This design comes from an exercise in tuning for small area on the open sky130 flow, not from production work.
Only simulation tests tie the RTL to the original design; equivalence was not proved.
Power is estimated from default activity; no workload was simulated.

Setup of the reference run:
==> flow/design.v <==
module lf_therm(input [4:0] v, input force_, output [25:0] t);
    reg [7:0] gl;
    reg [3:0] gh, eh;
    reg [25:0] r;
    integer j;
    always @* begin
        for (j = 0; j < 8; j = j + 1) gl[j] = j > v[2:0];
        for (j = 0; j < 4; j = j + 1) begin
            gh[j] = force_ | (j > v[4:3]);
            eh[j] = j == v[4:3];
        end
        for (j = 0; j <= 25; j = j + 1)
            r[j] = gh[j / 8] | (eh[j / 8] & gl[j % 8]);
    end
    assign t = r;
endmodule
module lf_therm_en(input [4:0] v, input en, output [25:0] t);
    reg [7:0] gl;
    reg [3:0] gh, eh;
    reg [25:0] r;
    integer j;
    always @* begin
        for (j = 0; j < 8; j = j + 1) gl[j] = j > v[2:0];
        for (j = 0; j < 4; j = j + 1) begin
            gh[j] = en & (j > v[4:3]);
            eh[j] = en & (j == v[4:3]);
        end
        for (j = 0; j <= 25; j = j + 1)
            r[j] = gh[j / 8] | (eh[j / 8] & gl[j % 8]);
    end
    assign t = r;
endmodule
module lf_ptrs(input clk, input rst, input push, input pop, input c, input [2:0] push_fifo, input [2:0] pop_fifo,
               output [44:0] sflat);
    reg [4:0] s [0:8];
    integer k;
    reg a, b;
    always @(posedge clk) begin
        for (k = 0; k <= 8; k = k + 1) begin
            a = push & (k > push_fifo);
            b = pop & (k <= pop_fifo);
            if (rst)
                s[k] <= 5'd0;
            else if ((a & b) | (~c & (a | b)))
                s[k] <= (s[k] == 5'd24) ? 5'd0 : s[k] + 5'd1;
        end
    end
    genvar i;
    generate for (i = 0; i <= 8; i = i + 1) begin : g
        assign sflat[i*5 +: 5] = s[i];
    end endgenerate
endmodule
module lf_sel(input [44:0] sflat, input [2:0] push_fifo, input [2:0] pop_fifo,
              output [4:0] P, output [4:0] Q, output [4:0] E);
    wire [4:0] s [0:8];
    genvar i;
    generate for (i = 0; i <= 8; i = i + 1) begin : g
        assign s[i] = sflat[i*5 +: 5];
    end endgenerate
    assign P = s[push_fifo + 4'd1];
    assign Q = s[pop_fifo];
    assign E = s[pop_fifo + 4'd1];
endmodule
module lf_flags(input [4:0] s0, input [4:0] s8, input [4:0] P, input [4:0] Q, input [4:0] E,
                input push, input pop,
                output empty, output full, output almost_full, output wx, output wy);
    function [4:0] inc25;
        input [4:0] v;
        inc25 = (v == 24) ? 5'd0 : v + 5'd1;
    endfunction
    assign empty = (Q == E);
    wire [4:0] s8p1 = inc25(s8);
    assign full = (s8p1 == s0);
    assign almost_full = full | (inc25(s8p1) == s0);
    assign wx = pop & (s0 > Q);
    assign wy = push & ~(P < s0);
endmodule
module lf_ctl(input c, input wx, input wy, input [25:0] t0, input [25:0] tp, input [25:0] tq,
              output [24:0] ld, output [24:0] sh, output [24:0] hold, output [24:0] qs);
    genvar i;
    generate
        for (i = 0; i < 25; i = i + 1) begin : g_slot
            wire x = (t0[i] & ~tq[i]) | (wx & (t0[i] | ~tq[i]));
            wire y = (tp[i] & ~t0[i+1]) | (wy & (tp[i] | ~t0[i+1]));
            assign sh[i] = (x & y) | (~c & (x | y));
            assign ld[i] = tp[i+1] & ~tp[i];
            assign hold[i] = ~(sh[i] | ld[i]);
            assign qs[i] = tq[i+1] & ~tq[i];
        end
    endgenerate
endmodule
module lf_data(input clk, input [7:0] d, input [24:0] ld, input [24:0] sh, input [24:0] hold, input [24:0] qs,
               output [7:0] q);
    reg [7:0] mem [0:24];
    reg [7:0] r_q;
    wire [7:0] qsel [0:25];
    assign qsel[0] = 8'd0;
    genvar i;
    generate
        for (i = 0; i < 25; i = i + 1) begin : g_slot
            wire [7:0] prev = mem[(i + 24) % 25];
            always @(posedge clk)
                mem[i] <= ({8{ld[i]}} & d) | ({8{sh[i]}} & prev) | ({8{hold[i]}} & mem[i]);
            assign qsel[i+1] = qsel[i] | ({8{qs[i]}} & mem[i]);
        end
    endgenerate
    always @(posedge clk)
        r_q <= qsel[25];
    assign q = r_q;
endmodule
module linked_fifo(rst, clk, push, push_fifo, pop, pop_fifo, d, q, empty, full, almost_full);
    input rst;
    input clk;
    input push;
    input [2:0] push_fifo;
    input pop;
    input [2:0] pop_fifo;
    input [7:0] d;
    output [7:0] q;
    output empty;
    output full;
    output almost_full;
    wire [44:0] sflat;
    wire [4:0] P, Q, E;
    wire wx, wy;
    wire [25:0] t0, tp, tq;
    wire [24:0] ld, sh, hold, qs;
    wire c = push & pop & (push_fifo < pop_fifo);
    lf_ptrs u_ptrs(clk, rst, push, pop, c, push_fifo, pop_fifo, sflat);
    lf_sel u_sel(sflat, push_fifo, pop_fifo, P, Q, E);
    lf_flags u_flags(sflat[4:0], sflat[44:40], P, Q, E, push, pop, empty, full, almost_full, wx, wy);
    lf_therm u_t0(sflat[4:0], 1'b0, t0);
    lf_therm_en u_tp(P, push, tp);
    lf_therm u_tq(Q, ~pop, tq);
    lf_ctl u_ctl(c, wx, wy, t0, tp, tq, ld, sh, hold, qs);
    lf_data u_data(clk, d, ld, sh, hold, qs, q);
endmodule
function integer log2;
    input [31:0] value;
    for (log2=0; value>0; log2=log2+1)
        value = value>>1;
endfunction
make LEC_CHECK=0 CAP_MARGIN=20 CORE_MARGIN=2 CORE_UTILIZATION=40 SLEW_MARGIN=20 finish   # period 6.0 ns
run.sh (not shown) runs the stock make flow with config.mk's settings and CLKGATE_MAP_FILE= SYNTH_SCRIPT=/design/flow/synth_recipe.tcl, a recipe that flattens the netlist after the stock synthesis.
The following lists how the trial run was set up differently from the reference run:
-- flow/design.v --
<<< the reference run, line 34
               output [44:0] sflat);
    reg [4:0] s [0:8];
    integer k;
    reg a, b;
    always @(posedge clk) begin
        for (k = 0; k <= 8; k = k + 1) begin
            a = push & (k > push_fifo);
            b = pop & (k <= pop_fifo);
            if (rst)
                s[k] <= 5'd0;
            else if ((a & b) | (~c & (a | b)))
                s[k] <= (s[k] == 5'd24) ? 5'd0 : s[k] + 5'd1;
        end
    end
    genvar i;
    generate for (i = 0; i <= 8; i = i + 1) begin : g
        assign sflat[i*5 +: 5] = s[i];
    end endgenerate
>>> the trial run, line 34
               output [44:0] sflat);
    reg [4:0] s [0:8];
    wire [8:0] a, b, en;
    genvar i;
    generate for (i = 0; i <= 8; i = i + 1) begin : g
        assign a[i] = push & (i > push_fifo);
        assign b[i] = pop & (i <= pop_fifo);
        assign en[i] = (a[i] & b[i]) | (~c & (a[i] | b[i]));
        wire [4:0] v = s[i];
        wire w = v[4] & v[3];
        wire [4:0] t;
        assign t[0] = en[i] & ~w;
        assign t[1] = en[i] & v[0];
        assign t[2] = t[1] & v[1];
        assign t[3] = (t[2] & v[2]) | (en[i] & w);
        assign t[4] = (t[2] & v[2] & v[3]) | (en[i] & w);
        always @(posedge clk)
            s[i] <= rst ? 5'd0 : (v ^ t);
        assign sflat[i*5 +: 5] = s[i];
    end endgenerate
<<< the reference run, line 53
module lf_sel(input [44:0] sflat, input [2:0] push_fifo, input [2:0] pop_fifo,
              output [4:0] P, output [4:0] Q, output [4:0] E);
    wire [4:0] s [0:8];
    genvar i;
    generate for (i = 0; i <= 8; i = i + 1) begin : g
        assign s[i] = sflat[i*5 +: 5];
    end endgenerate
    assign P = s[push_fifo + 4'd1];
    assign Q = s[pop_fifo];
    assign E = s[pop_fifo + 4'd1];
endmodule
module lf_flags(input [4:0] s0, input [4:0] s8, input [4:0] P, input [4:0] Q, input [4:0] E,
                input push, input pop,
                output empty, output full, output almost_full, output wx, output wy);
    function [4:0] inc25;
        input [4:0] v;
        inc25 = (v == 24) ? 5'd0 : v + 5'd1;
    endfunction
    assign empty = (Q == E);
    wire [4:0] s8p1 = inc25(s8);
    assign full = (s8p1 == s0);
    assign almost_full = full | (inc25(s8p1) == s0);
    assign wx = pop & (s0 > Q);
    assign wy = push & ~(P < s0);
>>> the trial run, line 55
module lf_sel(input [44:0] sflat, input [2:0] push_fifo, input [2:0] pop_fifo,
              output [4:0] P, output [4:0] Q, output [4:0] E);
    wire [7:0] fh = 8'd1 << push_fifo;
    wire [7:0] gh = 8'd1 << pop_fifo;
    reg [4:0] p, q, e;
    integer k;
    always @* begin
        p = 5'd0; q = 5'd0; e = 5'd0;
        for (k = 0; k < 8; k = k + 1) begin
            p = p | ({5{fh[k]}} & sflat[(k+1)*5 +: 5]);
            q = q | ({5{gh[k]}} & sflat[k*5 +: 5]);
            e = e | ({5{gh[k]}} & sflat[(k+1)*5 +: 5]);
        end
    end
    assign P = p;
    assign Q = q;
    assign E = e;
endmodule
module lf_flags(input [4:0] s0, input [4:0] s8, input [4:0] P, input [4:0] Q, input [4:0] E,
                input push, input pop,
                output empty, output full, output almost_full, output wx, output wy);
    assign empty = (Q == E);
    wire [5:0] r = {1'b0, s0} - {1'b0, s8};
    assign full = (r == 6'd1) | (r == 6'd40);
    assign almost_full = full | (r == 6'd2) | (r == 6'd41);
    assign wx = pop & (s0 > Q);
    assign wy = push & ~(P < s0);
Findings:
Delta (the trial run minus the reference run): worst setup slack went up by 300 ps, initial cell density of the core went up by 0.22 points, initial antenna violation count went up by 3, total number of vias went down by 920, met2 layer usage reported by global route went up by 1.8 points.
After detailed routing, the reference run needs more wire than the trial run.
Against the reference run, the trial run comes in 1.8 points higher on sequential share of layout area.
The higher netlist area before placement came out of the reference run.
The trial run vs the reference run: clock power up by a few percent

-- what the ideal ports hide --
How much do the figures lean on ideal ports? The routed layouts below were timed once more, with nothing changed but the port constraints.
Step 1 (the two cells are an assumption about what drives the block):
set clk [get_ports {clk}]
set_driving_cell -lib_cell sky130_fd_sc_hd__clkbuf_16 $clk
set_driving_cell -lib_cell sky130_fd_sc_hd__buf_2 [delete_from_list [all_inputs] $clk]
Step 2 moves the port delays by t, midway between the first and last clock arrival at a register: inputs arrive t later, outputs are due t later. That takes back most of the time a late clock gives input paths.
Slacks: ideal ports / drivers / drivers and shift; pairs: ideal ports / drivers.
run	t (ns)	setup slack, ns	clock arrival spread, ns	worst data-port slew with drivers (ns)
the reference run	0.623	0.274 / 0.251 / 0.023	0.023 / 0.023	0.04
the trial run	0.627	0.572 / 0.539 / 0.001	0.046 / 0.045	0.04
After both steps setup and hold are still met in every run listed. The setup slack of the trial run, which loses most, moves by -0.033 ns with the drivers and by -0.571 ns with both steps.
